This is an optimization exercise on Yosys and OpenROAD, whose aim is small area, not a production implementation. Only simulation tests tie the RTL to the original design; equivalence was not proved. In every run shown here, the design's own scripts or RTL, not TritonCTS, make the clock network. No driver is modelled on the clock port, so clock power and skew are understated where the tree is cut down; a real chip needs a root buffer or a tree. Power is estimated from default activity; no workload was simulated.

===== design/flow/design.v =====
module sound_main(
	input  wire       clock,
	input  wire       reset,
	input  wire       mode_8chans,
	input  wire       mode_pan4ch,
	input  wire       mode_inv7b,
	input  wire       in_wrtoggle,
	input  wire       in_datnvol,
	input  wire [2:0] in_wraddr,
	input  wire [7:0] in_data,
	output wire       dac_clock,
	output wire       dac_leftright,
	output wire       dac_data
);
	reg [2:0] fifth;
	reg [6:0] sync;
	wire f4 = fifth[2];
	always @(posedge clock)
	if( reset )
		fifth <= 3'd0;
	else if( f4 )
		fifth <= 3'd0;
	else
		fifth <= fifth + 3'd1;
	always @(posedge clock)
	if( reset )
		sync <= 7'd0;
	else if( f4 )
		sync <= sync + 7'd1;
	assign dac_clock     = sync[0];
	assign dac_leftright = sync[6];
	wire [5:0] s   = sync[5:0];
	wire       lrp = ~sync[6];
	wire [1:0] c   = s[3:2];  
	wire [2:0] psi = {s[2]^s[0], s[1], s[0]} + fifth;
	wire ev_vol = (s[5:4]==2'd0) & (
	              (s[3:0]==4'd0  & fifth==3'd1) |
	              (s[3:0]==4'd4  & fifth==3'd4) |
	              (s[3:0]==4'd9  & fifth==3'd2) |
	              (s[3:0]==4'd14 & fifth==3'd0) );
	reg ev_vol_d, ev_dat, ev_first;
	always @(posedge clock)
	begin
		ev_vol_d <= ev_vol;
		ev_dat   <= ev_vol_d;
		ev_first <= ev_dat;
	end
	wire active = (s < 6'd18);           
	wire clr0   = (s[5:2] == 4'd0);      
	wire load_int = f4 & (&s);
	reg        p1;
	reg        pend;
	reg [47:0] rv;  
	reg [63:0] rd;  
	wire       wreq = in_wrtoggle ^ p1;
	wire       at7  = ((in_wraddr ^ psi) == 3'd7);  
	wire       land = (wreq | pend) & at7;
	always @(posedge clock)
	begin
		p1   <= in_wrtoggle;
		pend <= ~reset & (wreq | pend) & ~at7;
	end
	wire [5:0] ins_v = (land & ~in_datnvol) ? in_data[5:0] : rv[47:42];
	wire [7:0] ins_d = (land &  in_datnvol) ? in_data      : rd[63:56];
	always @(posedge clock)
	begin
		rv <= { rv[41:0], ins_v };
		rd <= { rd[55:0], ins_d };
	end
	wire       hv = c[1] & (mode_8chans | mode_pan4ch);
	wire [1:0] qv = {hv, 1'b0} + {1'b0, lrp} - {1'b0, c[1]};
	wire [1:0] qd = mode_8chans ? ( {1'b0, c[1]} + {1'b0, lrp} + 2'd1 ) :
	                mode_pan4ch ? 2'd1 :
	                              ( {1'b0, lrp} - {1'b0, c[1]} + 2'd1 );
	reg [5:0] vol_rd;
	reg [7:0] dat_rd;
	always @*
	begin
		case( qv )
		2'd0: vol_rd = rv[11:6];
		2'd1: vol_rd = rv[23:18];
		2'd2: vol_rd = rv[35:30];
		default: vol_rd = rv[47:42];
		endcase
		case( qd )
		2'd0: dat_rd = rd[15:8];
		2'd1: dat_rd = rd[31:24];
		2'd2: dat_rd = rd[47:40];
		default: dat_rd = rd[63:56];
		endcase
	end
	wire [2:0] av = { hv, lrp, c[0] };
	wire [2:0] ad = mode_8chans ? { c[1], lrp, c[0] } :
	                mode_pan4ch ? { 1'b0, c[1], c[0] } :
	                              { 1'b0, lrp, c[0] };
	wire fwd_v = pend & ~in_datnvol & (in_wraddr == av);
	wire fwd_d = pend &  in_datnvol & (in_wraddr == ad);
	reg  [5:0] vol;
	reg  [7:0] sh;
	reg  [6:0] sr;
	reg        cy;
	reg [22:0] ring;
	reg [15:0] word;
	always @(posedge clock)
	if( ev_vol )
		vol <= fwd_v ? in_data[5:0] : vol_rd;
	wire [5:0] add = sh[0] ? vol : 6'd0;
	wire [6:0] su  = sr[6:1] + add;
	wire sgn = sh[7] ^ (ev_first & ~mode_inv7b);
	always @(posedge clock)
	begin
		sr <= ev_dat ? 7'd0 : su;
		if( ev_dat )
			sh <= fwd_d ? in_data : dat_rd;
		else
			sh <= { sgn, sgn, sh[6:1] };
	end
	wire       mo = su[0] & active;
	wire       od = ring[0] & ~clr0;
	wire [1:0] ts = {1'b0, cy} + {1'b0, mo} + {1'b0, od};
	always @(posedge clock)
	begin
		ring <= { ts[0], ring[22:1] };
		cy   <= ts[1] & active & ~ev_dat;
	end
	integer m;
	always @(posedge clock)
	if( load_int )
		for( m=0; m<16; m=m+1 )
			word[m] <= ring[7 + ((16-m)%16)];
	wire [4:0] j = sync[5:1];
	assign dac_data = ( (j != 5'd0) && (j <= 5'd16) ) ? word[j[3:0]] : 1'b0;
endmodule

===== design/flow/flow/run.sh =====
#!/bin/bash
# Standard ORFS layout (standard.sh) with two changes:
#  - port buffers use the smallest buffer cell, buf_1
#  - the clock tree is built by flow/cts.tcl instead of TritonCTS: the clock
#    port drives one root clock buffer, which drives one leaf clock buffer per
#    k-means cluster of registers. The configurations below are tried from the
#    smallest up; the first whose worst register clock-pin slew (placement
#    estimate) is at most 115 ps is kept.
# Synthesis, floorplan, placement, routing and finishing are standard.sh's.
set -euo pipefail
export BUFFER_PORTS_ARGS="-buffer_cell sky130_fd_sc_hd__buf_1"
bash standard.sh place > flow_place.log 2>&1
ok=0
n=0
for cfg in \
  "12 sky130_fd_sc_hd__clkbuf_8 sky130_fd_sc_hd__clkbuf_4 sky130_fd_sc_hd__clkbuf_4 10" \
  "12 sky130_fd_sc_hd__clkbuf_8 sky130_fd_sc_hd__clkbuf_4 none 0" \
  "13 sky130_fd_sc_hd__clkbuf_8 sky130_fd_sc_hd__clkbuf_8 none 0" \
  "14 sky130_fd_sc_hd__clkbuf_8 sky130_fd_sc_hd__clkbuf_16 none 0" \
  "16 sky130_fd_sc_hd__clkbuf_8 sky130_fd_sc_hd__clkbuf_16 none 0" \
  "20 sky130_fd_sc_hd__clkbuf_8 sky130_fd_sc_hd__clkbuf_16 none 0" ; do
  n=$((n+1))
  if MYCTS_CFG="$cfg" MYCTS_MAX_SLEW=0.115 openroad -no_init -exit flow/cts.tcl > flow_cts_$n.log 2>&1; then
    ok=1
    break
  fi
done
if [ $ok = 0 ]; then
  # fall back to the standard clock tree
  export CTS_ARGS="-sink_clustering_enable -repair_clock_nets -dont_use_dummy_load -buf_list sky130_fd_sc_hd__clkbuf_8"
fi
bash standard.sh finish > flow_finish.log 2>&1

===== design/flow/flow/cts.tcl =====
# Clock tree for the placed design (configuration in MYCTS_CFG: leaves, leaf
# buffer, root buffer, small-leaf buffer or none, largest cluster given the
# small buffer). Writes the CTS step's results only when the worst register
# clock-pin slew is at most MYCTS_MAX_SLEW (ns); exits with 3 otherwise.
set R orfs/results/sky130hd/sound_main/base
read_liberty $::env(FLOW_HOME)/platforms/sky130hd/lib/sky130_fd_sc_hd__tt_025C_1v80.lib
read_db $R/3_place.odb
read_sdc $R/3_place.sdc
source $::env(FLOW_HOME)/platforms/sky130hd/setRC.tcl
source flow/mycts.tcl
lassign $::env(MYCTS_CFG) nleaf leaf root small smax
if {$small eq "none"} { set small "" }
mycts_build $nleaf $leaf $root $small $smax
set_propagated_clock [all_clocks]
estimate_parasitics -placement
detailed_placement
check_placement -verbose
estimate_parasitics -placement
report_clock_skew
report_worst_slack -min
report_worst_slack -max
set worst 0
foreach pin [get_pins -hierarchical */CLK] { set s [get_property $pin slew_max]; if {$s > $worst} {set worst $s} }
puts "worst register clock pin slew: $worst"
if {$worst > $::env(MYCTS_MAX_SLEW)} {
  puts "slew above the limit: configuration refused"
  exit 3
}
write_db $R/4_1_cts.odb
write_sdc -no_timestamp $R/4_cts.sdc

===== design/flow/flow/mycts.tcl =====
# Manual clock tree: the clock port drives NLEAF clock buffers, each driving
# the registers of one k-means cluster of register positions.
proc mycts_build { nleaf master_name {root_name ""} {small_name ""} {small_max 0} } {
  set block [ord::get_db_block]
  set db [ord::get_db]
  set master [$db findMaster $master_name]
  set clknet [$block findNet clock]
  set sinks {}
  foreach it [$clknet getITerms] {
    set inst [$it getInst]
    set bb [$inst getBBox]
    set x [expr {([$bb xMin] + [$bb xMax]) / 2.0}]
    set y [expr {([$bb yMin] + [$bb yMax]) / 2.0}]
    lappend sinks [list $it $x $y]
  }
  set n [llength $sinks]
  # k-means, initial centres spread along the sorted x+y order
  set sorted [lsort -real -index 1 $sinks]
  set cx {}; set cy {}
  for {set k 0} {$k < $nleaf} {incr k} {
    set s [lindex $sorted [expr {int(($k + 0.5) * $n / $nleaf)}]]
    lappend cx [lindex $s 1]; lappend cy [lindex $s 2]
  }
  # grid-ish init: split by x then y for nleaf=4
  if {$nleaf == 4} {
    set xs [lsort -real [lmap s $sinks {lindex $s 1}]]
    set ys [lsort -real [lmap s $sinks {lindex $s 2}]]
    set x1 [lindex $xs [expr {$n/4}]]; set x3 [lindex $xs [expr {3*$n/4}]]
    set y1 [lindex $ys [expr {$n/4}]]; set y3 [lindex $ys [expr {3*$n/4}]]
    set cx [list $x1 $x3 $x1 $x3]; set cy [list $y1 $y1 $y3 $y3]
  }
  for {set iter 0} {$iter < 50} {incr iter} {
    set assign {}
    foreach s $sinks {
      set best 0; set bd 1e30
      for {set k 0} {$k < $nleaf} {incr k} {
        set d [expr {abs([lindex $s 1]-[lindex $cx $k]) + abs([lindex $s 2]-[lindex $cy $k])}]
        if {$d < $bd} {set bd $d; set best $k}
      }
      lappend assign $best
    }
    # balance: cap cluster size
    set ncx {}; set ncy {}
    for {set k 0} {$k < $nleaf} {incr k} {
      set sx 0; set sy 0; set c 0
      foreach s $sinks a $assign { if {$a == $k} { set sx [expr {$sx + [lindex $s 1]}]; set sy [expr {$sy + [lindex $s 2]}]; incr c } }
      if {$c > 0} { lappend ncx [expr {$sx/$c}]; lappend ncy [expr {$sy/$c}] } else { lappend ncx [lindex $cx $k]; lappend ncy [lindex $cy $k] }
    }
    set cx $ncx; set cy $ncy
  }
  set drv $clknet
  if {$root_name ne ""} {
    set rm [$db findMaster $root_name]
    set rinst [odb::dbInst_create $block $rm "mycts_root"]
    set sx 0; set sy 0
    for {set k 0} {$k < $nleaf} {incr k} { set sx [expr {$sx + [lindex $cx $k]}]; set sy [expr {$sy + [lindex $cy $k]}] }
    $rinst setLocation [expr {int($sx/$nleaf - [$rm getWidth]/2)}] [expr {int($sy/$nleaf - [$rm getHeight]/2)}]
    $rinst setPlacementStatus PLACED
    set drv [odb::dbNet_create $block "clknet_mycts_root"]
    $drv setSigType CLOCK
    [$rinst findITerm A] connect $clknet
    [$rinst findITerm X] connect $drv
  }
  for {set k 0} {$k < $nleaf} {incr k} {
    set cnt 0
    foreach a $assign { if {$a == $k} { incr cnt } }
    set master [$db findMaster $master_name]
    if {$small_name ne "" && $cnt <= $small_max} { set master [$db findMaster $small_name] }
    set inst [odb::dbInst_create $block $master "mycts_leaf_$k"]
    set w [$master getWidth]; set h [$master getHeight]
    $inst setLocation [expr {int([lindex $cx $k] - $w/2)}] [expr {int([lindex $cy $k] - $h/2)}]
    $inst setPlacementStatus PLACED
    set net [odb::dbNet_create $block "clknet_mycts_$k"]
    $net setSigType CLOCK
    [$inst findITerm A] connect $drv
    [$inst findITerm X] connect $net
    set c 0
    foreach s $sinks a $assign {
      if {$a == $k} { set it [lindex $s 0]; $it disconnect; $it connect $net; incr c }
    }
    puts "MYCTS leaf $k at [lindex $cx $k] [lindex $cy $k]: $c sinks"
  }
  $clknet setSigType CLOCK
}

===== design/flow/standard.sh =====
#!/bin/bash
# synth_recipe.tcl (not shown) runs the flow's synth.tcl, then flattens the netlist and writes it again
# the make line also repeats each setting of config.mk as NAME=value (left out here)
make -C /OpenROAD-flow-scripts/flow DESIGN_CONFIG=/design/flow/config.mk WORK_HOME=/design/flow/orfs CLKGATE_MAP_FILE= SYNTH_SCRIPT=/design/flow/synth_recipe.tcl "${@:-finish}"

===== design/flow/config.mk =====
export PLATFORM = sky130hd
export DESIGN_NAME = sound_main
export DESIGN_NICKNAME = sound_main
export VERILOG_FILES = /design/flow/design.v
export SDC_FILE = /design/flow/constraint.sdc
export NUM_CORES = 4
export LEC_CHECK = 0
export CAP_MARGIN = 20
export CORE_MARGIN = 2
export CORE_UTILIZATION = 60
export SLEW_MARGIN = 20

===== design/flow/constraint.sdc =====
create_clock -name core_clock -period 5.0 [get_ports {clock}]
set_input_delay 1.0000 -clock core_clock [delete_from_list [all_inputs] [get_ports {clock}]]
set_output_delay 1.0000 -clock core_clock [all_outputs]
set_load 0.01 [all_outputs]

==> implementation parameters, run 1 <==
Parameter                              Value

Setup path
  Number of cells on the worst reg-to-reg path    5
  Launch instance of the worst register-to-register path    sync[3]
  WP data required    4000 ps
  Category of the most critical setup path    reg -> out
  Kind of end point of the critical path    output port
  Origin of the worst setup path    sync[1]
  Capturing instance or port of the critical path    dac_data
  Worst reg2reg path endpoint    sh[6]
  Register-to-Register Setup Slack    2010 ps
  Critical path arrival    2270 ps
  Critical path fanouts, max    12
  CP Launch Type    register

Routing
  Via count normalized by instance count    5.17
  Routed length per instance    15.9 um
  Final Routed Wirelength    8.73 mm
  Initial DRC count    101
  TritonRoute pass-1 iters    4
  DRC violations left    0
  Number of vias in the routed layout    2,841
  ANT nets after route    0

Final layout
  Share of final-layout standard cells stronger than drive strength 1    0.117
  Combined area of the multi-input logic cells    1740 um2
  Sequential cell area in the final layout    3960 um2
  Fillers    714
  Count of antenna diodes in the layout    0
  Layout net count    461
  Area growth, synth to finish    6.08%

Die
  Die area    10,500 um2
  Die height    103 um
  Starting density of the core    0.625
  Cell row count    35
  I/O pin count    21
  Horizontal die dimension    103 um
  Core region area    9330 um2

Synth
  Sequential area share after synthesis    0.680
  Yosys top cell by area    sky130_fd_sc_hd__dfxtp_1
  Synthesized area    5830 um2
  Post-synth top area share    0.567
  Async SR Flop Fraction    0
  Post-synthesis register bit count    187
  Dominant cells by area after synthesis    sky130_fd_sc_hd__dfxtp_1, sky130_fd_sc_hd__edfxtp_1, sky130_fd_sc_hd__mux4_2
  Synth Net Count    438
  Most instantiated flip-flop cell in the synthesis netlist    sky130_fd_sc_hd__dfxtp_1
  Count of distinct cell types in the synthesized netlist    44
  Mean post-synth cell area    14.6 um2
  Number of synthesis warnings    1
  Synthesized instance count    399
  Number of synthesized flops with an enable pin    22

STA
  Number of slew-limit violations in the final report    0
  Highest clock frequency the design can meet    305 MHz
  Worst slew slack as a fraction of its limit    0.367
  Period utilization    0.655
  Least-Margin Pin Slew    945 ps
  Count of final hold-check violations    0
  Fin Clk Skew    30.6 ps
  Final setup TNS    0 ps
  Unrepaired setup endpoints after global routing    no
  Setup-failing EPs final    0
  Post-layout min period    3270 ps

Outcome
  Outcome  no timing/DRC/antenna violations

CTS
  Clock edge transition at the registers on the reported setup and hold paths    110 ps
  Later-pin clock latency in the skew report    560 ps

Place
  Routability congestion estimate    0.721
  I/O Buffers    20
  Detailed Place HPWL    6.22 mm

Min path
  Class of the most critical hold timing path    reg -> reg

Power
  Total chip power    2.73 mW
  Areal power density over the cells    442 nW/um2
  Largest voltage drop on the vdd net    380 uV
  Static power due to leakage    2.40 nW

Global routing
  Wire length of the first global-routing pass    14.4 mm
  Largest net degree at the start of global routing    22
  Antenna violations before repair    0
  GR Overflow Total    0
  GR Util All Layers    0.173
  Via count of the first global-routing pass    2,829

Run
  Maximum Capacitance Violations    0
-- state kept, by name (all words and copies together), names as in the netlist, 3 cells and up --
name	cells
rd	64
rv	48
ring	23
word	16
sh	8
sync	7
sr	6
vol	6
fifth	3
-- worst min-delay path by stage --
| stage | start | endpoint | cells after the start |
|---|---|---|---|
| 2_1_floorplan | ev_vol_d | ev_dat | 0 |
| 3_3_place_gp | rd[34] | rd[42] | 0 |
| 6_report | rv[5] | rv[11] | 0 |
| 3_5_place_dp | rv[27] | rv[33] | 0 |
| 5_1_grt | rv[5] | rv[11] | 0 |
-- Yosys cell counts (7+ instances only) --
cell / number
sky130_fd_sc_hd__a21oi_1: 7
sky130_fd_sc_hd__a221o_1: 8
sky130_fd_sc_hd__clkbuf_1: 8
sky130_fd_sc_hd__dfxtp_1: 165
sky130_fd_sc_hd__edfxtp_1: 22
sky130_fd_sc_hd__ha_1: 18
sky130_fd_sc_hd__inv_1: 18
sky130_fd_sc_hd__mux2_1: 8
sky130_fd_sc_hd__mux4_2: 17
sky130_fd_sc_hd__nand2_1: 8
sky130_fd_sc_hd__nor2_1: 16
sky130_fd_sc_hd__nor2b_1: 10
sky130_fd_sc_hd__o21ai_0: 8
sky130_fd_sc_hd__xnor2_1: 11
-- cell families (layout without fill, tap and decap cells) --
logic type | Yosys count | after routing | share of synthesized area
AO/OA/AOI/OAI | 31 | 31 | 0.0378
XOR/XNOR | 18 | 18 | 0.0307
adder cells (fa/ha/maj) | 21 | 21 | 0.0490
buffers and inverters | 32 | 53 | 0.0217
flip-flops | 187 | 187 | 0.680
multiplexers | 42 | 42 | 0.117
AND/OR/NAND/NOR | 68 | 68 | 0.0636
-- where the power goes --
part	total, mW	internal (mW)	switching [mW]
combinational	0.219	0.123	0.0962
sequential	1.92	1.81	0.109
clock	0.597	0.204	0.393
total	2.73	2.14	0.598
-- through the flow --
stage | worst slack, ps | hold slack [ps] | util | area [um2] | instances
finish | 1730 | 309 | 0.663 | 6180 | 549
global route | 1560 | 302 | 0.663 | 6180 | 549
detailed placement | 1980 | 312 | 0.645 | 6010 | 536
global placement | 1980 | 310 | 0.645 | 6010 | 536
floorplan | 2360 | 310 | - | 5830 | 399
-- worst max-delay path, stage by stage (launching register included) --
cell and delay [ps]:
sky130_fd_sc_hd__dfxtp_1 650, sky130_fd_sc_hd__mux4_2 570, sky130_fd_sc_hd__nand3b_1 90, sky130_fd_sc_hd__o21ai_0 100, sky130_fd_sc_hd__o21a_1 200, sky130_fd_sc_hd__buf_1 120
-- metal layers --
metal / global-route usage / wire length, um / vias to the layer above
met2: 0.276 / 3880 / 36
li1: - / - / 1418
met5: 0 / 0 / -
met1: 0.262 / 4360 / 1374
met3: 0.0203 / 344 / 13
met4: 0.0277 / 146 / 0
-- final cells by class --
| cell class | instances | share of cell area |
|---|---|---|
| Inverter | 19 | 0.0115 |
| Multi-Input combinational cell | 180 | 0.282 |
| Tap cell | 129 | 0.0261 |
| Timing Repair Buffer | 21 | 0.0134 |
| Sequential cell | 187 | 0.641 |
| Buffer | 13 | 0.0259 |
-- cell usage in the layout, fill, tap and decap left out, types with 4 or more instances in the layout --
cell type	n
sky130_fd_sc_hd__mux4_2	17
sky130_fd_sc_hd__mux2_4	6
sky130_fd_sc_hd__nor2_1	16
sky130_fd_sc_hd__xnor2_1	11
sky130_fd_sc_hd__o21ai_0	8
sky130_fd_sc_hd__a21oi_1	7
sky130_fd_sc_hd__ha_1	18
sky130_fd_sc_hd__nor3_1	5
sky130_fd_sc_hd__nand2_1	8
sky130_fd_sc_hd__clkbuf_8	10
sky130_fd_sc_hd__mux2_2	6
sky130_fd_sc_hd__and2_1	5
sky130_fd_sc_hd__mux2_1	8
sky130_fd_sc_hd__edfxtp_1	22
sky130_fd_sc_hd__nand3_1	5
sky130_fd_sc_hd__xor2_1	5
sky130_fd_sc_hd__buf_1	20
sky130_fd_sc_hd__inv_1	18
sky130_fd_sc_hd__nor2b_1	10
sky130_fd_sc_hd__a221o_1	8
sky130_fd_sc_hd__mux2i_1	5
sky130_fd_sc_hd__nand3b_1	4
sky130_fd_sc_hd__dfxtp_1	165
==> run 2, diff against run 1 <==
--- a/design/flow/design.v
+++ b/design/flow/design.v
@@ -98,31 +98,25 @@
 	reg  [5:0] vol;
 	reg  [7:0] sh;
 	reg  [6:0] sr;
-	reg        cy;
 	reg [22:0] ring;
 	reg [15:0] word;
 	always @(posedge clock)
 	if( ev_vol )
 		vol <= fwd_v ? in_data[5:0] : vol_rd;
-	wire [5:0] add = sh[0] ? vol : 6'd0;
-	wire [6:0] su  = sr[6:1] + add;
+	wire       od  = ring[0] & ~clr0;
+	wire [5:0] add = (sh[0] & active) ? vol : 6'd0;
+	wire [6:0] su  = sr[6:1] + add + {6'd0, od};
 	wire sgn = sh[7] ^ (ev_first & ~mode_inv7b);
 	always @(posedge clock)
 	begin
-		sr <= ev_dat ? 7'd0 : su;
+		sr <= (ev_dat | ~active) ? 7'd0 : su;
 		if( ev_dat )
 			sh <= fwd_d ? in_data : dat_rd;
 		else
 			sh <= { sgn, sgn, sh[6:1] };
 	end
-	wire       mo = su[0] & active;
-	wire       od = ring[0] & ~clr0;
-	wire [1:0] ts = {1'b0, cy} + {1'b0, mo} + {1'b0, od};
 	always @(posedge clock)
-	begin
-		ring <= { ts[0], ring[22:1] };
-		cy   <= ts[1] & active & ~ev_dat;
-	end
+		ring <= { su[0], ring[22:1] };
 	integer m;
 	always @(posedge clock)
 	if( load_int )
==> run 2 against run 1 <==
Net effect: utilization about the same; setup slack worse by 64 ps; largest power group unchanged; still clean on timing, DRC and antenna; clock skew down 5.9 ps; critical path type unchanged; synthesized area down 0.58%; critical path depth unchanged; cell area down 0.47%; power up 0.37%.
==> implementation parameters, run 2 <==
Parameter                              Value

Outcome
  Outcome  no timing/DRC/antenna violations

Place
  Detailed Place HPWL    6.38 mm
  Standard cell area after detailed placement    5980 um2
  Worst setup timing slack at the placement stage    1880 ps
  I/O Buffers    20
  Routability congestion estimate    0.758
  Cell count after placement    527

Setup path
  Category of the most critical setup path    reg -> out
  Number of cells on the worst reg-to-reg path    5
  Worst reg2reg path endpoint    sh[6]
  Critical path arrival    2340 ps
  Register-to-Register Setup Slack    1930 ps
  WP data required    4000 ps
  CP Launch Type    register
  Launch instance of the worst register-to-register path    sync[3]
  Critical path fanouts, max    12
  Kind of end point of the critical path    output port

Die
  Core region area    9280 um2
  Die area    10,500 um2
  I/O pin count    21
  Horizontal die dimension    102 um
  Cell row count    35
  Die height    102 um
  Starting density of the core    0.624

Synth
  Most instantiated flip-flop cell in the synthesis netlist    sky130_fd_sc_hd__dfxtp_1
  Proportion of synthesized area in mux cells    0.121
  XOR/XNOR Fraction of Synth Area    0.0324
  Share of synthesized cell area in full adder, half adder and majority cells    0.0471
  Dominant cells by area after synthesis    sky130_fd_sc_hd__dfxtp_1, sky130_fd_sc_hd__edfxtp_1, sky130_fd_sc_hd__mux4_2
  Synthesized area    5790 um2
  Post-synthesis share of cell area spent on and, or, nand and nor gates    0.0594
  Largest family of logic cells by synthesized area    multiplexers
  Dominant cell by count in the synthesized netlist    sky130_fd_sc_hd__dfxtp_1
  Sequential area share after synthesis    0.681
  Synthesized instance count    388
  Post-synthesis register bit count    186
  Count of distinct cell types in the synthesized netlist    42
  Yosys top cell by area    sky130_fd_sc_hd__dfxtp_1
  Post-synth top area share    0.567
  Mean post-synth cell area    14.9 um2
  Synth Net Count    426
  Number of synthesized flops with an enable pin    22
  Async SR Flop Fraction    0
  Most frequent cells after synthesis    sky130_fd_sc_hd__dfxtp_1, sky130_fd_sc_hd__edfxtp_1, sky130_fd_sc_hd__ha_1, sky130_fd_sc_hd__mux4_2, sky130_fd_sc_hd__nor2_1
  Compound-Gate Fraction of Synth Area    0.0404
  Number of synthesis warnings    1

Final layout
  Combined area of the multi-input logic cells    1740 um2
  Leading cell type in the layout, fill and taps excluded    sky130_fd_sc_hd__dfxtp_1
  Commonest cells after routing, fill and taps aside    sky130_fd_sc_hd__dfxtp_1, sky130_fd_sc_hd__edfxtp_1, sky130_fd_sc_hd__buf_1
  Area growth, synth to finish    6.20%
  Fillers    718
  Count of antenna diodes in the layout    0
  Registers with the most flip-flops    rd: 64 flops, rv: 48 flops, ring: 23 flops
  Share of final-layout standard cells stronger than drive strength 1    0.124
  Final standard cell count with taps included and fillers excluded    540
  Sequential cell area in the final layout    3940 um2
  Layout net count    451
  Flip-flop count of the largest register after layout    64
  Post-layout instance area    6150 um2
  Register with the highest flop count    rd

Global routing
  Antenna violations before repair    0
  GR Util All Layers    0.181
  Via count of the first global-routing pass    2,829
  GR Overflow Total    0
  Largest net degree at the start of global routing    22
  Wire length of the first global-routing pass    14.6 mm

Routing
  Routed length per instance    16.7 um
  Number of vias in the routed layout    2,802
  Via count normalized by instance count    5.19
  Final Routed Wirelength    9.04 mm
  DRC violations left    0
  TritonRoute pass-1 iters    4
  ANT nets after route    0
  Initial DRC count    76

Power
  Areal power density over the cells    446 nW/um2
  Internal power of the cells    2.14 mW
  Switching power as a share of total power    0.219
  Static power due to leakage    2.41 nW
  Sequential Power Share    0.700
  Net switching power    0.601 mW
  Combinational power share    0.077
  Clock share of power    0.223
  Largest voltage drop on the vdd net    328 uV

Min path
  Capture endpoint of the worst hold path    rd[30]
  Min-delay src    rd[22]
  Class of the most critical hold timing path    reg -> reg
  Number of cells on the worst hold path    0

STA
  Worst slew slack as a fraction of its limit    0.426
  Least-Margin Pin Slew    857 ps
  Fin Clk Skew    24.7 ps
  Count of final hold-check violations    0
  Unrepaired setup endpoints after global routing    no
  Final setup TNS    0 ps
  Post-layout min period    3340 ps
  Setup-failing EPs final    0
  Period utilization    0.668
  Highest clock frequency the design can meet    300 MHz
  Post-layout worst setup margin    1660 ps
  Number of slew-limit violations in the final report    0

CTS
  Later-pin clock latency in the skew report    570 ps
  Clock edge transition at the registers on the reported setup and hold paths    110 ps

Run
  Maximum Capacitance Violations    0
## run 2: changes by cell type after synthesis, sizes merged, moves of 2 or more
cell	change
xnor2	+2
and2	-5
nand3	-4
nand2	+3
clkbuf	-2
and3	+4
inv	-5
## run 2: cells by family after synthesis
| kind of cell | Yosys count |
|---|---|
| flip-flops | 186 |
| AND/OR/NAND/NOR | 65 |
| multiplexers | 41 |
| AO/OA/AOI/OAI | 31 |
| buffers and inverters | 26 |
| adder cells (fa/ha/maj) | 20 |
| XOR/XNOR | 19 |
## run 2: layer usage
layer	up-vias	wire [um]	track usage
li1	1395	-	-
met3	14	404	0.0267
met2	37	3930	0.278
met4	0	183	0.0338
met1	1356	4520	0.279
met5	-	0	0
## run 2: stage by stage
stage	utilization	total power, mW	hold WS (ps)
after floorplan	-	2.07	310
after global placement	0.644	2.15	310
after detailed placement	0.645	2.17	312
after global routing	0.663	2.88	327
final	0.663	2.74	325
## run 2: worst max path at each step
stage | start | endpoint | slack [ps] | cells after the start
2_1_floorplan | sync[1] | sr[6] | 2300 | 12
3_3_place_gp | sync[1] | sr[6] | 1930 | 11
3_5_place_dp | sync[1] | sr[6] | 1880 | 11
5_1_grt | sync[1] | dac_data | 1440 | 5
6_report | sync[1] | dac_data | 1660 | 5
## run 2: power groups by stage
stage | registers [mW] | logic (mW) | clock network, mW
final | 1.92 | 0.211 | 0.612
after global routing | 1.95 | 0.236 | 0.689
after detailed placement | 1.96 | 0.212 | 0
after global placement | 1.94 | 0.209 | 0
after floorplan | 1.90 | 0.170 | 0
## run 2: area by class of cell
class	instances	area share
Sequential cell	186	0.641
Inverter	14	0.00854
Timing Repair Buffer	22	0.0142
Buffer	13	0.0271
Tap cell	129	0.0262
Multi-Input combinational cell	176	0.283
## run 2: worst max-delay path: stages, from the launching register on
cell                       delay (ps)
sky130_fd_sc_hd__dfxtp_1          700
sky130_fd_sc_hd__mux4_2           580
sky130_fd_sc_hd__nand3b_1          90
sky130_fd_sc_hd__o21ai_0           80
sky130_fd_sc_hd__o21a_1           190
sky130_fd_sc_hd__buf_1            130
==> run 3, diff against run 2 <==
--- a/design/flow/flow/run.sh
+++ b/design/flow/flow/run.sh
@@ -1,6 +1,8 @@
 #!/bin/bash
-# Standard ORFS layout (standard.sh) with two changes:
+# Standard ORFS layout (standard.sh) with three changes:
 #  - port buffers use the smallest buffer cell, buf_1
+#  - after placement, combinational cells go back to their smallest size
+#    where that keeps slew and capacitance within limits (flow/downsize.tcl)
 #  - the clock tree is built by flow/cts.tcl instead of TritonCTS: the clock
 #    port drives one root clock buffer, which drives one leaf clock buffer per
 #    k-means cluster of registers. The configurations below are tried from the
--- a/design/flow/flow/cts.tcl
+++ b/design/flow/flow/cts.tcl
@@ -1,4 +1,4 @@
-# Clock tree for the placed design (configuration in MYCTS_CFG: leaves, leaf
+# Downsizing and clock tree for the placed design (configuration in MYCTS_CFG: leaves, leaf
 # buffer, root buffer, small-leaf buffer or none, largest cluster given the
 # small buffer). Writes the CTS step's results only when the worst register
 # clock-pin slew is at most MYCTS_MAX_SLEW (ns); exits with 3 otherwise.
@@ -8,6 +8,17 @@
 read_sdc $R/3_place.sdc
 source $::env(FLOW_HOME)/platforms/sky130hd/setRC.tcl
 source flow/mycts.tcl
+source flow/downsize.tcl
+
+# Area recovery: each combinational cell that synthesis or placement sized up
+# goes back to its family's smallest cell; repair_design then fixes any slew
+# or capacitance violation this makes.
+estimate_parasitics -placement
+puts "cell area before downsizing: [area]"
+downsize_all
+estimate_parasitics -placement
+repair_design -slew_margin 20 -cap_margin 20
+puts "cell area after downsizing: [area]"
 lassign $::env(MYCTS_CFG) nleaf leaf root small smax
 if {$small eq "none"} { set small "" }
 mycts_build $nleaf $leaf $root $small $smax
==> design/flow/flow/downsize.tcl (new file) <==
proc area {} { set a 0; foreach i [[ord::get_db_block] getInsts] { set m [$i getMaster]; if {[string match "*tap*" [$m getName]] || [string match "*fill*" [$m getName]]} continue; set a [expr $a + [$m getWidth]*[$m getHeight]/1e6] }; return $a }
# smallest-area master of each cell family (name without the _N drive suffix)
proc downsize_all {} {
  set db [ord::get_db]
  set fam [dict create]
  foreach lib [$db getLibs] {
    foreach m [$lib getMasters] {
      set n [$m getName]
      if {![regexp {^(sky130_fd_sc_hd__[a-z0-9]+)_([0-9]+)$} $n -> base drv]} continue
      set a [expr {[$m getWidth]*[$m getHeight]}]
      if {![dict exists $fam $base] || $a < [lindex [dict get $fam $base] 1]} { dict set fam $base [list $n $a] }
    }
  }
  set dont [list]
  catch { set dont $::env(DONT_USE_CELLS) }
  set count 0
  foreach inst [[ord::get_db_block] getInsts] {
    set m [$inst getMaster]; set n [$m getName]
    if {[$m isSequential] || [string match "*clkbuf*" $n] || [string match "*clkinv*" $n] || [string match "*tap*" $n] || [string match "*fill*" $n] || [string match "*decap*" $n]} continue
    if {![regexp {^(sky130_fd_sc_hd__[a-z0-9]+)_([0-9]+)$} $n -> base drv]} continue
    if {![dict exists $fam $base]} continue
    set best [lindex [dict get $fam $base] 0]
    if {$best ne $n} {
      replace_cell [$inst getName] $best
      incr count
    }
  }
  puts "downsized $count instances"
}
==> run 3 against run 2 <==
Net effect: still clean; critical path depth stayed put; worst hold slack lost 0.71 ps; first-iteration DRC count decreased by 2.6%; flip-flop and latch count unchanged; final cell count stayed put; wire length is 0.34% higher; critical path type unchanged; critical endpoint unchanged.
==> implementation parameters, run 3 <==
Parameter                              Value

Setup path
  Launch instance of the worst register-to-register path    sync[1]
  WP data required    4000 ps
  Worst reg2reg path endpoint    sr[6]
  Kind of end point of the critical path    output port
  Critical path fanouts, max    12
  Origin of the worst setup path    sync[1]
  Category of the most critical setup path    reg -> out
  Number of cells on the worst reg-to-reg path    11
  Critical path arrival    2340 ps
  Register-to-Register Setup Slack    1940 ps
  CP Launch Type    register

Power
  Combinational power share    0.071
  Switching power as a share of total power    0.220
  Static power due to leakage    2.37 nW
  Clock share of power    0.225
  Largest voltage drop on the vdd net    328 uV
  Internal power of the cells    2.13 mW
  Sequential Power Share    0.704
  Net switching power    0.600 mW
  Areal power density over the cells    450 nW/um2

Synth
  Post-synthesis register bit count    186
  Most instantiated flip-flop cell in the synthesis netlist    sky130_fd_sc_hd__dfxtp_1
  Sequential area share after synthesis    0.681
  Dominant cells by area after synthesis    sky130_fd_sc_hd__dfxtp_1, sky130_fd_sc_hd__edfxtp_1, sky130_fd_sc_hd__mux4_2
  Number of synthesized flops with an enable pin    22
  Most frequent cells after synthesis    sky130_fd_sc_hd__dfxtp_1, sky130_fd_sc_hd__edfxtp_1, sky130_fd_sc_hd__ha_1, sky130_fd_sc_hd__mux4_2, sky130_fd_sc_hd__nor2_1
  Synthesized instance count    388
  Synth Net Count    426
  Count of distinct cell types in the synthesized netlist    42
  Synthesized area    5790 um2
  Post-synth top area share    0.567
  Dominant cell by count in the synthesized netlist    sky130_fd_sc_hd__dfxtp_1
  Async SR Flop Fraction    0
  Number of synthesis warnings    1
  Mean post-synth cell area    14.9 um2
  Yosys top cell by area    sky130_fd_sc_hd__dfxtp_1

Routing
  Final Routed Wirelength    9.07 mm
  DRC violations left    0
  ANT nets after route    0
  Number of vias in the routed layout    2,813
  Routed length per instance    16.8 um
  Via count normalized by instance count    5.21
  TritonRoute pass-1 iters    4
  Initial DRC count    74

Die
  I/O pin count    21
  Die area    10,500 um2
  Cell row count    35
  Horizontal die dimension    102 um
  Die height    102 um
  Core region area    9280 um2
  Starting density of the core    0.624

Global routing
  GR Overflow Total    0
  Via count of the first global-routing pass    2,852
  Largest net degree at the start of global routing    22
  Wire length of the first global-routing pass    14.7 mm
  GR Util All Layers    0.181
  Antenna violations before repair    0

Place
  I/O Buffers    20
  Routability congestion estimate    0.758
  Detailed Place HPWL    6.38 mm

Final layout
  Area growth, synth to finish    4.69%
  Register with the highest flop count    rd
  Layout net count    451
  Commonest cells after routing, fill and taps aside    sky130_fd_sc_hd__dfxtp_1, sky130_fd_sc_hd__buf_1, sky130_fd_sc_hd__edfxtp_1, sky130_fd_sc_hd__mux2_1
  Share of final-layout standard cells stronger than drive strength 1    0.0754
  Sequential cell area in the final layout    3940 um2
  Count of antenna diodes in the layout    0
  Fillers    741
  Final design utilization    0.653
  Leading cell type in the layout, fill and taps excluded    sky130_fd_sc_hd__dfxtp_1
  Combined area of the multi-input logic cells    1660 um2
  Registers with the most flip-flops    rd: 64 flops, rv: 48 flops, ring: 23 flops
  Flip-flop count of the largest register after layout    64

Min path
  Min-delay src    rd[22]
  Number of cells on the worst hold path    0
  Class of the most critical hold timing path    reg -> reg
  Capture endpoint of the worst hold path    rd[30]

STA
  Number of slew-limit violations in the final report    0
  Setup-failing EPs final    0
  Final setup TNS    0 ps
  Period utilization    0.669
  Highest clock frequency the design can meet    299 MHz
  Unrepaired setup endpoints after global routing    no
  Fin Clk Skew    25.7 ps
  Least-Margin Pin Slew    954 ps
  Post-layout min period    3340 ps
  Worst slew slack as a fraction of its limit    0.364
  Count of final hold-check violations    0

Run
  Maximum Capacitance Violations    0

CTS
  Clock edge transition at the registers on the reported setup and hold paths    110 ps
  Later-pin clock latency in the skew report    570 ps

Outcome
  Outcome  no timing/DRC/antenna violations
==> run 3: worst max path at each step <==
| stage | endpoint | slack (ps) | cells past startpoint |
|---|---|---|---|
| global placement | sr[6] | 1930 | 11 |
| finish | dac_data | 1660 | 5 |
| detailed placement | sr[6] | 1880 | 11 |
| floorplan | sr[6] | 2300 | 12 |
| global route | dac_data | 1440 | 5 |
==> run 3: cells by family after synthesis <==
logic type                 after synthesis  synth area share
buffers and inverters                   26            0.0188
DFF                                    186             0.681
and+or+nand+nor                         65            0.0594
xor gates and xnor gates                19            0.0324
muxes                                   41             0.121
AOI/OAI and AO/OA                       31            0.0404
adders and majority gates               20            0.0471
==> run 3: per-layer routing <==
layer	routed length [um]	global-route usage
met5	0	0
met4	183	0.0338
met3	365	0.0267
met2	3910	0.278
met1	4610	0.279
==> run 3: power groups by stage <==
stage | registers [mW] | clock network [mW] | logic (mW)
final | 1.92 | 0.613 | 0.193
after global routing | 1.95 | 0.689 | 0.218
after detailed placement | 1.96 | 0 | 0.212
after global placement | 1.94 | 0 | 0.209
after floorplan | 1.90 | 0 | 0.170
==> run 3: final cells by class <==
type	count	area share
repair buffers	22	0.0136
flip-flops and latches	186	0.650
inverters	14	0.00867
well taps	129	0.0266
plain buffers	13	0.0274
multi-input cells	176	0.273
==> run 3: stage by stage <==
step | setup WS, ps | instance area [um2] | hold WS, ps | cells | total power, mW
3_3_place_gp | 1930 | 5980 | 310 | 526 | 2.15
3_5_place_dp | 1880 | 5980 | 312 | 527 | 2.17
5_1_grt | 1440 | 6060 | 328 | 540 | 2.86
6_report | 1660 | 6060 | 325 | 540 | 2.73
2_1_floorplan | 2300 | 5790 | 310 | 388 | 2.07
==> run 3: critical path, cell delays in order (launching register included) <==
cell and delay [ps]:
sky130_fd_sc_hd__dfxtp_1 700, sky130_fd_sc_hd__mux4_2 580, sky130_fd_sc_hd__nand3b_1 90, sky130_fd_sc_hd__o21ai_0 80, sky130_fd_sc_hd__o21a_1 190, sky130_fd_sc_hd__buf_1 130
==> run 4, diff against run 3 <==
--- a/design/flow/flow/run.sh
+++ b/design/flow/flow/run.sh
@@ -1,5 +1,7 @@
 #!/bin/bash
-# Standard ORFS layout (standard.sh) with three changes:
+# Standard ORFS layout (standard.sh) with four changes:
+#  - after the floorplan, the combinational logic is re-mapped for area
+#    (flow/resynth.tcl); the registers are the standard synthesis's
 #  - port buffers use the smallest buffer cell, buf_1
 #  - after placement, combinational cells go back to their smallest size
 #    where that keeps slew and capacitance within limits (flow/downsize.tcl)
@@ -11,10 +13,14 @@
 # Synthesis, floorplan, placement, routing and finishing are standard.sh's.
 set -euo pipefail
 export BUFFER_PORTS_ARGS="-buffer_cell sky130_fd_sc_hd__buf_1"
+bash standard.sh floorplan > flow_floorplan.log 2>&1
+openroad -no_init -exit flow/resynth.tcl > flow_resynth.log 2>&1
 bash standard.sh place > flow_place.log 2>&1
 ok=0
 n=0
 for cfg in \
+  "10 sky130_fd_sc_hd__clkbuf_8 sky130_fd_sc_hd__clkbuf_4 sky130_fd_sc_hd__clkbuf_4 10" \
+  "11 sky130_fd_sc_hd__clkbuf_8 sky130_fd_sc_hd__clkbuf_4 sky130_fd_sc_hd__clkbuf_4 10" \
   "12 sky130_fd_sc_hd__clkbuf_8 sky130_fd_sc_hd__clkbuf_4 sky130_fd_sc_hd__clkbuf_4 10" \
   "12 sky130_fd_sc_hd__clkbuf_8 sky130_fd_sc_hd__clkbuf_4 none 0" \
   "13 sky130_fd_sc_hd__clkbuf_8 sky130_fd_sc_hd__clkbuf_8 none 0" \
==> design/flow/flow/filter_lib.py (new file) <==
#!/usr/bin/env python3
"""Copy a liberty file without the cells whose names match the given patterns
(the platform's don't-use cells), for restructure's ABC run."""
import fnmatch, re, sys

src, dst, *patterns = sys.argv[1:]
text = open(src).read()
out = []
pos = 0
cell_re = re.compile(r'\n(\s*)cell\s*\(\s*"?([A-Za-z0-9_]+)"?\s*\)\s*\{')
removed = 0
while True:
    m = cell_re.search(text, pos)
    if not m:
        out.append(text[pos:])
        break
    name = m.group(2)
    # find the matching closing brace of this cell group
    depth = 0
    i = m.end() - 1
    while True:
        ch = text[i]
        if ch == '{':
            depth += 1
        elif ch == '}':
            depth -= 1
            if depth == 0:
                break
        i += 1
    end = i + 1
    if any(fnmatch.fnmatch(name, p) for p in patterns):
        out.append(text[pos:m.start()])
        removed += 1
    else:
        out.append(text[pos:end])
    pos = end
open(dst, 'w').write(''.join(out))
print(f"removed {removed} cells")
==> design/flow/flow/hafix.tcl (new file) <==
# Half adders whose SUM drives nothing compute only COUT = A & B: replace each
# with an and2 cell (same inputs, same output net).
proc fix_dangling_ha {} {
  set db [ord::get_db]
  set block [ord::get_db_block]
  set and2 [$db findMaster sky130_fd_sc_hd__and2_0]
  set n 0
  foreach inst [$block getInsts] {
    set m [$inst getMaster]
    if {![string match "sky130_fd_sc_hd__ha_*" [$m getName]]} continue
    set sum [$inst findITerm SUM]
    set snet [$sum getNet]
    set used 0
    if {$snet ne "NULL"} {
      foreach it [$snet getITerms] { if {$it ne $sum} { set used 1 } }
      if {[llength [$snet getBTerms]] > 0} { set used 1 }
    }
    if {$used} continue
    set a [[$inst findITerm A] getNet]
    set b [[$inst findITerm B] getNet]
    set co [[$inst findITerm COUT] getNet]
    set loc [$inst getLocation]
    set name [$inst getName]
    odb::dbInst_destroy $inst
    if {$snet ne "NULL"} { odb::dbNet_destroy $snet }
    set ni [odb::dbInst_create $block $and2 "${name}_and"]
    $ni setLocation [lindex $loc 0] [lindex $loc 1]
    $ni setPlacementStatus PLACED
    [$ni findITerm A] connect $a
    [$ni findITerm B] connect $b
    [$ni findITerm X] connect $co
    incr n
  }
  puts "replaced $n half adders with and2"
}
==> design/flow/flow/resynth.tcl (new file) <==
# Area recovery on the floorplanned netlist, before placement:
#  - half adders whose SUM output drives nothing become and2 cells
#  - OpenROAD's restructure re-maps the combinational logic between the
#    registers with ABC for area (registers, ports and nets to them unchanged)
set R orfs/results/sky130hd/sound_main/base
set LIB $::env(FLOW_HOME)/platforms/sky130hd/lib/sky130_fd_sc_hd__tt_025C_1v80.lib
read_liberty $LIB
read_db $R/2_floorplan.odb
read_sdc $R/2_floorplan.sdc
source $::env(FLOW_HOME)/platforms/sky130hd/setRC.tcl
source flow/downsize.tcl
source flow/hafix.tcl
puts "cell area from synthesis: [area]"
fix_dangling_ha
# ABC maps with a copy of the library without the platform's don't-use cells
file mkdir resynth_work
exec python3 flow/filter_lib.py $LIB resynth_work/abc.lib \
  sky130_fd_sc_hd__probe_p_8 sky130_fd_sc_hd__probec_p_8 sky130_fd_sc_hd__lpflow_*
set_dont_use [get_lib_cells {sky130_fd_sc_hd__probe_p_8 sky130_fd_sc_hd__probec_p_8 sky130_fd_sc_hd__lpflow_*}]
restructure -liberty_file resynth_work/abc.lib -target area \
  -tielo_port sky130_fd_sc_hd__conb_1/LO -tiehi_port sky130_fd_sc_hd__conb_1/HI \
  -work_dir resynth_work -abc_logfile resynth_work/abc.log
puts "cell area after restructure: [area]"
write_db $R/2_floorplan.odb
--- a/design/flow/config.mk
+++ b/design/flow/config.mk
@@ -7,5 +7,5 @@
 export LEC_CHECK = 0
 export CAP_MARGIN = 20
 export CORE_MARGIN = 2
-export CORE_UTILIZATION = 60
+export CORE_UTILIZATION = 70
 export SLEW_MARGIN = 20
==> run 4 against run 3 <==
Net effect: largest cell class unchanged; largest power group unchanged; cell area fell by 4.5%; via count up 19%; utilization is 5.9 points higher; final cell count rose by 6.5%.
==> implementation parameters, run 4 <==
Parameter                              Value

Place
  I/O Buffers    20
  Worst setup timing slack at the placement stage    998 ps
  Detailed Place HPWL    6.70 mm
  Standard cell area after detailed placement    5630 um2
  Cell count after placement    561
  Routability congestion estimate    0.848

STA
  Post-layout worst setup margin    1150 ps
  Number of slew-limit violations in the final report    0
  Post-layout min period    3850 ps
  Fin Clk Skew    28.4 ps
  Highest clock frequency the design can meet    260 MHz
  Period utilization    0.769
  Setup-failing EPs final    0
  Worst slew slack as a fraction of its limit    0.382
  Min Hold Slack    308 ps
  Final setup TNS    0 ps
  Least-Margin Pin Slew    927 ps
  Unrepaired setup endpoints after global routing    no
  Count of final hold-check violations    0

CTS
  Clock edge transition at the registers on the reported setup and hold paths    100 ps
  Later-pin clock latency in the skew report    540 ps

Synth
  Count of distinct cell types in the synthesized netlist    42
  Post-synth top area share    0.567
  Dominant cells by area after synthesis    sky130_fd_sc_hd__dfxtp_1, sky130_fd_sc_hd__edfxtp_1, sky130_fd_sc_hd__mux4_2
  Number of synthesis warnings    1
  Mean post-synth cell area    14.9 um2
  Sequential area share after synthesis    0.681
  Synth Net Count    426
  Yosys top cell by area    sky130_fd_sc_hd__dfxtp_1
  Synthesized instance count    388
  Dominant cell by count in the synthesized netlist    sky130_fd_sc_hd__dfxtp_1
  Synthesized area    5790 um2
  Post-synthesis register bit count    186
  Most frequent cells after synthesis    sky130_fd_sc_hd__dfxtp_1, sky130_fd_sc_hd__edfxtp_1, sky130_fd_sc_hd__ha_1, sky130_fd_sc_hd__mux4_2, sky130_fd_sc_hd__nor2_1
  Most instantiated flip-flop cell in the synthesis netlist    sky130_fd_sc_hd__dfxtp_1
  Number of synthesized flops with an enable pin    22
  Async SR Flop Fraction    0

Global routing
  GR Util All Layers    0.215
  Largest net degree at the start of global routing    21
  GR Overflow Total    0
  Via count of the first global-routing pass    3,163
  Antenna violations before repair    0
  Wire length of the first global-routing pass    15.5 mm

Routing
  Final Routed Wirelength    9.71 mm
  Initial DRC count    185
  Routed length per instance    16.9 um
  DRC violations left    0
  Via count normalized by instance count    5.80
  ANT nets after route    0
  TritonRoute pass-1 iters    5
  Number of vias in the routed layout    3,336

Setup path
  Master of the slowest instance on the critical path    sky130_fd_sc_hd__dfxtp_1
  Critical path arrival    2850 ps
  CP Launch Type    register
  Register-to-Register Setup Slack    1540 ps
  Buf/Inv on CP    2
  Origin of the worst setup path    sync[3]
  Slowest Stage Delay on Critical Path    760 ps
  Critical path fanouts, max    19
  Number of cells on the worst reg-to-reg path    13
  Crit. path cell count    6
  Category of the most critical setup path    reg -> out
  WP data required    4000 ps
  Family with the most delay on the worst path    compound AO/OA/AOI/OAI gates
  Launch instance of the worst register-to-register path    sync[3]
  CP Cell Sequence    clkinv_1 > a22o_1 > o221ai_1 > a31oi_1 > o22a_1 > buf_1
  Kind of end point of the critical path    output port
  Capturing instance or port of the critical path    dac_data
  Worst reg2reg path endpoint    sr[6]

Die
  Cell row count    33
  I/O pin count    21
  Die height    95.0 um
  Die area    9020 um2
  Horizontal die dimension    95.0 um
  Core region area    8130 um2
  Starting density of the core    0.712

Final layout
  Flip-flop count of the largest register after layout    64
  Commonest cells after routing, fill and taps aside    sky130_fd_sc_hd__dfxtp_1, sky130_fd_sc_hd__clkinv_1, sky130_fd_sc_hd__o22ai_1, sky130_fd_sc_hd__nor2_1
  Layout net count    490
  Area growth, synth to finish    -0.0217%
  Register with the highest flop count    rd
  Count of antenna diodes in the layout    0
  Registers with the most flip-flops    rd: 64 flops, rv: 48 flops, ring: 23 flops
  Post-layout instance area    5790 um2
  Leading cell type in the layout, fill and taps excluded    sky130_fd_sc_hd__dfxtp_1
  Final standard cell count with taps included and fillers excluded    575
  Share of final-layout standard cells stronger than drive strength 1    0.0298

Power
  Largest voltage drop on the vdd net    350 uV
  Areal power density over the cells    459 nW/um2
  Static power due to leakage    2.04 nW

Run
  Maximum Capacitance Violations    0

Min path
  Class of the most critical hold timing path    reg -> reg

Outcome
  Outcome  no timing/DRC/antenna violations
-- run 4: cell counts after synthesis --
No cell type changed its count.
-- run 4: layout make-up --
cell class	instances	area (um2)
plain buffers	13	166
fillers	586	2340
inverters	40	150
multi-input cells	206	1300
flip-flops and latches	186	3940
well taps	105	131
repair buffers	25	97.6
-- run 4: kinds of logic after synthesis --
group,after synthesis,share of synthesized area
fa+ha+maj,20,0.0471
buf+inv,26,0.0188
xor+xnor,19,0.0324
mux,41,0.121
compound gates,31,0.0404
flops,186,0.681
simple gates,65,0.0594
-- run 4: how the worst min path moves through the flow --
stage	slack [ps]	cells past startpoint	endpoint	startpoint
floorplan	310	0	ev_dat	ev_vol_d
global placement	310	0	ring[4]	ring[5]
finish	310	0	rv[31]	rv[25]
global route	310	0	rv[31]	rv[25]
detailed placement	310	0	rd[58]	rd[50]
-- run 4: power by group --
group          switching (mW)  internal, mW  leakage (nW)
Combinational          0.0957        0.0763         0.395
Sequential              0.105          1.77          1.55
Clock                   0.395         0.213        0.0883
-- run 4: layer usage --
layer | share of wire | vias to the layer above | wire length [um] | track usage
li1 | - | 1679 | - | -
met1 | 0.49 | 1558 | 4800 | 0.319
met2 | 0.43 | 81 | 4130 | 0.327
met3 | 0.050 | 18 | 488 | 0.0359
met4 | 0.030 | 0 | 293 | 0.0652
met5 | 0 | - | 0 | 0
-- run 4: stage by stage --
stage               total power, mW   util
finish                         2.66  0.712
global route                   2.77  0.712
detailed placement             2.08  0.692
global placement               2.06  0.692
floorplan                      2.07      -
==> run 5, diff against run 4 <==
--- a/design/flow/flow/run.sh
+++ b/design/flow/flow/run.sh
@@ -19,8 +19,6 @@
 ok=0
 n=0
 for cfg in \
-  "10 sky130_fd_sc_hd__clkbuf_8 sky130_fd_sc_hd__clkbuf_4 sky130_fd_sc_hd__clkbuf_4 10" \
-  "11 sky130_fd_sc_hd__clkbuf_8 sky130_fd_sc_hd__clkbuf_4 sky130_fd_sc_hd__clkbuf_4 10" \
   "12 sky130_fd_sc_hd__clkbuf_8 sky130_fd_sc_hd__clkbuf_4 sky130_fd_sc_hd__clkbuf_4 10" \
   "12 sky130_fd_sc_hd__clkbuf_8 sky130_fd_sc_hd__clkbuf_4 none 0" \
   "13 sky130_fd_sc_hd__clkbuf_8 sky130_fd_sc_hd__clkbuf_8 none 0" \
--- a/design/flow/config.mk
+++ b/design/flow/config.mk
@@ -7,5 +7,5 @@
 export LEC_CHECK = 0
 export CAP_MARGIN = 20
 export CORE_MARGIN = 2
-export CORE_UTILIZATION = 70
+export CORE_UTILIZATION = 60
 export SLEW_MARGIN = 20
==> run 5 against run 4 <==
Net effect: die area increased by 16%; sequential power about the same; sequential share of layout area decreased by 0.61 points; utilization decreased by 8.3 points; first-iteration DRC count decreased by 16%; clock power increased by 8.2%; fmax increased by 1.5%; power increased by 1.7%; via count decreased by 0.33%.
==> implementation parameters, run 5 <==
Parameter                              Value

Outcome
  Outcome  no timing/DRC/antenna violations

Setup path
  WP data required    4000 ps
  Master of the slowest instance on the critical path    sky130_fd_sc_hd__dfxtp_1
  CP Launch Type    register
  Family with the most delay on the worst path    compound AO/OA/AOI/OAI gates
  Critical path fanouts, max    19
  Register-to-Register Setup Slack    1320 ps
  Buf/Inv on CP    2
  Slowest Stage Delay on Critical Path    770 ps
  Category of the most critical setup path    reg -> out
  Critical path arrival    2790 ps
  CP Cell Sequence    clkinv_1 > a22o_1 > o221ai_1 > a31oi_1 > o22a_1 > buf_1
  Kind of end point of the critical path    output port

Global routing
  Via count of the first global-routing pass    3,243
  Antenna violations before repair    0
  Largest net degree at the start of global routing    20
  GR Overflow Total    0
  GR Util All Layers    0.190
  Wire length of the first global-routing pass    15.8 mm

Routing
  ANT nets after route    0
  DRC violations left    0
  Final Routed Wirelength    9.79 mm
  Number of vias in the routed layout    3,325
  Initial DRC count    155
  TritonRoute pass-1 iters    4
  Routed length per instance    16.3 um
  Via count normalized by instance count    5.55

Synth
  Mean post-synth cell area    14.9 um2
  Async SR Flop Fraction    0
  Most instantiated flip-flop cell in the synthesis netlist    sky130_fd_sc_hd__dfxtp_1
  Synthesized area    5790 um2
  Post-synthesis register bit count    186
  Synthesized instance count    388
  Number of synthesis warnings    1
  Dominant cell by count in the synthesized netlist    sky130_fd_sc_hd__dfxtp_1
  Dominant cells by area after synthesis    sky130_fd_sc_hd__dfxtp_1, sky130_fd_sc_hd__edfxtp_1, sky130_fd_sc_hd__mux4_2
  Post-synth top area share    0.567
  Synth Net Count    426
  Yosys top cell by area    sky130_fd_sc_hd__dfxtp_1
  Count of distinct cell types in the synthesized netlist    42
  Number of synthesized flops with an enable pin    22
  Most frequent cells after synthesis    sky130_fd_sc_hd__dfxtp_1, sky130_fd_sc_hd__edfxtp_1, sky130_fd_sc_hd__ha_1, sky130_fd_sc_hd__mux4_2, sky130_fd_sc_hd__nor2_1
  Sequential area share after synthesis    0.681

Power
  Static power due to leakage    2.05 nW
  Switching power as a share of total power    0.224
  Combinational power share    0.063
  Internal power of the cells    2.10 mW
  Net switching power    0.605 mW
  Sequential Power Share    0.694
  Largest voltage drop on the vdd net    325 uV
  Areal power density over the cells    462 nW/um2
  Clock share of power    0.243

STA
  Count of final hold-check violations    0
  Post-layout min period    3790 ps
  Fin Clk Skew    28.5 ps
  Highest clock frequency the design can meet    264 MHz
  Unrepaired setup endpoints after global routing    no
  Setup-failing EPs final    0
  Least-Margin Pin Slew    993 ps
  Worst slew slack as a fraction of its limit    0.332
  Number of slew-limit violations in the final report    0
  Period utilization    0.758
  Final setup TNS    0 ps

CTS
  Clock edge transition at the registers on the reported setup and hold paths    90 ps
  Later-pin clock latency in the skew report    450 ps

Final layout
  Registers with the most flip-flops    rd: 64 flops, rv: 48 flops, ring: 23 flops
  Layout net count    490
  Flip-flop count of the largest register after layout    64
  Share of final-layout standard cells stronger than drive strength 1    0.0319
  Count of antenna diodes in the layout    0
  Commonest cells after routing, fill and taps aside    sky130_fd_sc_hd__dfxtp_1, sky130_fd_sc_hd__clkinv_1, sky130_fd_sc_hd__o22ai_1, sky130_fd_sc_hd__nor2_1, sky130_fd_sc_hd__a22oi_1
  Final design utilization    0.629
  Area growth, synth to finish    0.886%
  Leading cell type in the layout, fill and taps excluded    sky130_fd_sc_hd__dfxtp_1
  Register with the highest flop count    rd

Die
  Die area    10,500 um2
  Horizontal die dimension    102 um
  I/O pin count    21
  Die height    102 um
  Starting density of the core    0.624
  Cell row count    35
  Core region area    9280 um2

Place
  Detailed Place HPWL    6.66 mm
  I/O Buffers    20
  Routability congestion estimate    0.814

Min path
  Class of the most critical hold timing path    reg -> reg

Run
  Maximum Capacitance Violations    0
run 5: cell counts after synthesis:
No cell type changed its count.
run 5: stage by stage:
stage                     total power [mW]  hold WS [ps]  std cells  setup slack (ps)  cell area, um2
after floorplan                       2.07           310        388              2300            5790
final                                 2.70           313        599              1210            5840
after detailed placement              2.08           312        584              1020            5650
after global routing                  2.82           323        599               968            5840
after global placement                2.07           310        584              1370            5650
run 5: power by group through the flow:
stage / sequential [mW] / clock (mW) / combinational [mW]
global route: 1.90 / 0.732 / 0.193
floorplan: 1.90 / 0 / 0.170
detailed placement: 1.91 / 0 / 0.169
global placement: 1.90 / 0 / 0.163
finish: 1.87 / 0.657 / 0.170
run 5: kinds of logic (layout without fill, tap and decap cells):
kind of cell,Yosys count,count (layout),share of synthesized area
flops,186,186,0.681
simple gates,65,60,0.0594
mux,41,0,0.121
compound gates,31,142,0.0404
buf+inv,26,78,0.0188
fa+ha+maj,20,0,0.0471
xor+xnor,19,4,0.0324
run 5: path summary, 6_finish.rpt:
kind           start        to  cells past startpoint
max          sync[3]  dac_data                      6
max reg2reg  sync[3]    vol[0]                      7
min reg2reg   rv[14]    rv[20]                      0
min           rv[14]    rv[20]                      0
run 5: worst register-to-register path, stage by stage, from the launching register on:
cell and delay (ps):
sky130_fd_sc_hd__dfxtp_1 770, sky130_fd_sc_hd__clkinv_1 580, sky130_fd_sc_hd__o22ai_1 240, sky130_fd_sc_hd__buf_1 560
sky130_fd_sc_hd__clkinv_1 550, sky130_fd_sc_hd__o22ai_1 370, sky130_fd_sc_hd__o22a_1 200, sky130_fd_sc_hd__o22ai_1 100
run 5: metal layers:
metal	vias to the layer above	global-route usage	share of wire
met2	56	0.303	0.44
li1	1677	-	-
met4	0	0.0400	0.023
met1	1574	0.278	0.49
met3	18	0.0301	0.046
met5	-	0	0
run 5: area by class of cell:
| class | count | area (um2) |
|---|---|---|
| multi-input cells | 206 | 1300 |
| plain buffers | 14 | 193 |
| well taps | 129 | 161 |
| fillers | 792 | 3440 |
| flip-flops and latches | 186 | 3940 |
| repair buffers | 24 | 93.8 |
| inverters | 40 | 150 |
==> run 6, diff against run 5 <==
--- a/design/flow/flow/run.sh
+++ b/design/flow/flow/run.sh
@@ -9,7 +9,7 @@
 #    port drives one root clock buffer, which drives one leaf clock buffer per
 #    k-means cluster of registers. The configurations below are tried from the
 #    smallest up; the first whose worst register clock-pin slew (placement
-#    estimate) is at most 115 ps is kept.
+#    estimate) is at most 120 ps is kept.
 # Synthesis, floorplan, placement, routing and finishing are standard.sh's.
 set -euo pipefail
 export BUFFER_PORTS_ARGS="-buffer_cell sky130_fd_sc_hd__buf_1"
@@ -19,6 +19,8 @@
 ok=0
 n=0
 for cfg in \
+  "10 sky130_fd_sc_hd__clkbuf_8 sky130_fd_sc_hd__clkbuf_4 sky130_fd_sc_hd__clkbuf_4 10" \
+  "11 sky130_fd_sc_hd__clkbuf_8 sky130_fd_sc_hd__clkbuf_4 sky130_fd_sc_hd__clkbuf_4 10" \
   "12 sky130_fd_sc_hd__clkbuf_8 sky130_fd_sc_hd__clkbuf_4 sky130_fd_sc_hd__clkbuf_4 10" \
   "12 sky130_fd_sc_hd__clkbuf_8 sky130_fd_sc_hd__clkbuf_4 none 0" \
   "13 sky130_fd_sc_hd__clkbuf_8 sky130_fd_sc_hd__clkbuf_8 none 0" \
@@ -26,7 +28,7 @@
   "16 sky130_fd_sc_hd__clkbuf_8 sky130_fd_sc_hd__clkbuf_16 none 0" \
   "20 sky130_fd_sc_hd__clkbuf_8 sky130_fd_sc_hd__clkbuf_16 none 0" ; do
   n=$((n+1))
-  if MYCTS_CFG="$cfg" MYCTS_MAX_SLEW=0.115 openroad -no_init -exit flow/cts.tcl > flow_cts_$n.log 2>&1; then
+  if MYCTS_CFG="$cfg" MYCTS_MAX_SLEW=0.12 openroad -no_init -exit flow/cts.tcl > flow_cts_$n.log 2>&1; then
     ok=1
     break
   fi
--- a/design/flow/config.mk
+++ b/design/flow/config.mk
@@ -7,5 +7,6 @@
 export LEC_CHECK = 0
 export CAP_MARGIN = 20
 export CORE_MARGIN = 2
-export CORE_UTILIZATION = 60
+export CORE_UTILIZATION = 88
+export PLACE_DENSITY = 0.92
 export SLEW_MARGIN = 20
==> run 6 against run 5 <==
Net effect: die area is 31% lower; highest routed layer unchanged; combinational power is 16% higher; critical path type unchanged; largest power group unchanged; flip-flop and latch count stayed put.
==> implementation parameters, run 6 <==
Parameter                              Value

Final layout
  Final standard cell count with taps included and fillers excluded    546
  Flip-flop count of the largest register after layout    64
  Area growth, synth to finish    -0.216%
  Final design utilization    0.910
  Registers with the most flip-flops    rd: 64 flops, rv: 48 flops, ring: 23 flops
  Leading cell type in the layout, fill and taps excluded    sky130_fd_sc_hd__dfxtp_1
  Register with the highest flop count    rd
  Layout net count    489
  Commonest cells after routing, fill and taps aside    sky130_fd_sc_hd__dfxtp_1, sky130_fd_sc_hd__clkinv_1, sky130_fd_sc_hd__o22ai_1, sky130_fd_sc_hd__nor2_1, sky130_fd_sc_hd__a22oi_1
  Count of antenna diodes in the layout    0
  Share of final-layout standard cells stronger than drive strength 1    0.0341

STA
  Unrepaired setup endpoints after global routing    no
  Final setup TNS    0 ps
  Period utilization    0.795
  Count of final hold-check violations    0
  Min Hold Slack    282 ps
  Fin Clk Skew    42.9 ps
  Post-layout worst setup margin    1020 ps
  Least-Margin Pin Slew    1070 ps
  Highest clock frequency the design can meet    251 MHz
  Post-layout min period    3980 ps
  Setup-failing EPs final    0
  Worst slew slack as a fraction of its limit    0.280
  Number of slew-limit violations in the final report    0

Routing
  Number of vias in the routed layout    3,948
  TritonRoute pass-1 iters    8
  Routed length per instance    25.9 um
  Met3 routed WL    1.44 mm
  Final Routed Wirelength    14.1 mm
  Routed wire length on met2    6.52 mm
  ANT nets after route    0
  Uppermost metal layer occupied by signal nets    met4
  Via count normalized by instance count    7.23
  Initial DRC count    565
  Routed metal-1 wire length    5.18 mm
  DRC violations left    0

Setup path
  Family with the most delay on the worst path    compound AO/OA/AOI/OAI gates
  Worst reg2reg path endpoint    vol[5]
  Critical path arrival    2980 ps
  Crit. path cell count    6
  Critical path fanouts, max    19
  Origin of the worst setup path    sync[3]
  Launch instance of the worst register-to-register path    sync[3]
  Number of cells on the worst reg-to-reg path    7
  Kind of end point of the critical path    output port
  CP Cell Sequence    clkinv_1 > a22o_1 > o221ai_1 > a31oi_1 > o22a_1 > buf_1
  Capturing instance or port of the critical path    dac_data
  WP data required    4000 ps
  Master of the slowest instance on the critical path    sky130_fd_sc_hd__dfxtp_1
  Register-to-Register Setup Slack    1030 ps
  CP Launch Type    register
  Category of the most critical setup path    reg -> out
  Slowest Stage Delay on Critical Path    790 ps
  Buf/Inv on CP    2

Synth
  Async SR Flop Fraction    0
  Synthesized area    5790 um2
  Post-synth top area share    0.567
  Dominant cell by count in the synthesized netlist    sky130_fd_sc_hd__dfxtp_1
  Number of synthesized flops with an enable pin    22
  Number of synthesis warnings    1
  Dominant cells by area after synthesis    sky130_fd_sc_hd__dfxtp_1, sky130_fd_sc_hd__edfxtp_1, sky130_fd_sc_hd__mux4_2
  Count of distinct cell types in the synthesized netlist    42
  Mean post-synth cell area    14.9 um2
  Most instantiated flip-flop cell in the synthesis netlist    sky130_fd_sc_hd__dfxtp_1
  Synth Net Count    426
  Post-synthesis register bit count    186
  Sequential area share after synthesis    0.681
  Most frequent cells after synthesis    sky130_fd_sc_hd__dfxtp_1, sky130_fd_sc_hd__edfxtp_1, sky130_fd_sc_hd__ha_1, sky130_fd_sc_hd__mux4_2, sky130_fd_sc_hd__nor2_1
  Synthesized instance count    388
  Yosys top cell by area    sky130_fd_sc_hd__dfxtp_1

Global routing
  Via count of the first global-routing pass    3,925
  Largest net degree at the start of global routing    21
  Antenna violations before repair    0
  GR Overflow Total    0
  Wire length of the first global-routing pass    21.9 mm
  GR Util All Layers    0.392

CTS
  Later-pin clock latency in the skew report    460 ps
  Clock edge transition at the registers on the reported setup and hold paths    120 ps

Place
  Worst setup timing slack at the placement stage    942 ps
  Detailed Place HPWL    8.24 mm
  Cell count after placement    532
  Routability congestion estimate    0.862
  I/O Buffers    20

Power
  Areal power density over the cells    482 nW/um2
  Static power due to leakage    2.05 nW
  Largest voltage drop on the vdd net    426 uV

Die
  Core region area    6350 um2
  Horizontal die dimension    85.1 um
  I/O pin count    21
  Die height    85.1 um
  Starting density of the core    0.912
  Cell row count    29
  Die area    7250 um2

Run
  Maximum Capacitance Violations    0

Min path
  Class of the most critical hold timing path    reg -> reg

Outcome
  Outcome  no timing/DRC/antenna violations
## run 6: cell counts after synthesis
Identical to the previous run, type by type.
## run 6: power breakdown
group          switching, mW  internal, mW
sequential             0.136          1.77
clock                  0.427         0.250
combinational          0.122        0.0759
## run 6: cells by family (layout without fill, tap and decap cells)
logic type               after synthesis  in the layout  share of synthesized area
adder cells (fa/ha/maj)               20              0                     0.0471
multiplexers                          41              0                      0.121
XOR/XNOR                              19              4                     0.0324
AO/OA/AOI/OAI                         31            142                     0.0404
AND/OR/NAND/NOR                       65             60                     0.0594
buffers and inverters                 26             77                     0.0188
flip-flops                           186            186                      0.681
## run 6: per-layer routing
metal / track usage / vias up
met5: 0 / -
met3: 0.0613 / 102
li1: - / 1669
met4: 0.206 / 0
met1: 0.518 / 1837
met2: 0.630 / 340
## run 6: cell type report
class | instances | area, um2
fillers | 220 | 571
repair buffers | 23 | 86.3
inverters | 40 | 150
plain buffers | 14 | 193
well taps | 77 | 96.3
multi-input cells | 206 | 1310
flip-flops and latches | 186 | 3940
## run 6: stage by stage
stage / instance area, um2 / total power [mW]
after floorplan: 5790 / 2.07
after global routing: 5780 / 2.85
final: 5780 / 2.78
after global placement: 5590 / 2.06
after detailed placement: 5590 / 2.10
## run 6: worst min path at each step
| stage | slack, ps | endpoint | from | cells after the start |
|---|---|---|---|---|
| 5_1_grt | 290 | rv[19] | rv[13] | 0 |
| 2_1_floorplan | 310 | ev_dat | ev_vol_d | 0 |
| 3_5_place_dp | 310 | rd[28] | rd[20] | 0 |
| 6_report | 280 | rv[19] | rv[13] | 0 |
| 3_3_place_gp | 310 | rd[28] | rd[20] | 0 |

[afterwards: timing with drivers on the ports]
Ports are ideal in the flow. The routed layouts listed here were re-timed in OpenROAD.
Step 1 sets driving cells, clkbuf_16 on the clock port and buf_2 on the other inputs (assumed; they add their load-dependent delay and slew).
Step 2, shift: input delay + t, output delay - t, t = (earliest + latest rising clock arrival at the registers) / 2. This alone moves slack from input paths to output paths.
a / b / c = no drivers / after step 1 / after step 2; a / b = the first two.
run	t (ns)	slack for setup (ns)
run 1	0.568	1.726 / 1.699 / 2.015
run 2	0.582	1.662 / 1.634 / 1.926
run 3	0.584	1.656 / 1.627 / 1.569
run 4	0.554	1.153 / 1.123 / 1.545
run 5	0.475	1.212 / 1.177 / 1.322
run 6	0.469	1.023 / 0.990 / 0.936
After both steps setup and hold are still met in every run listed.
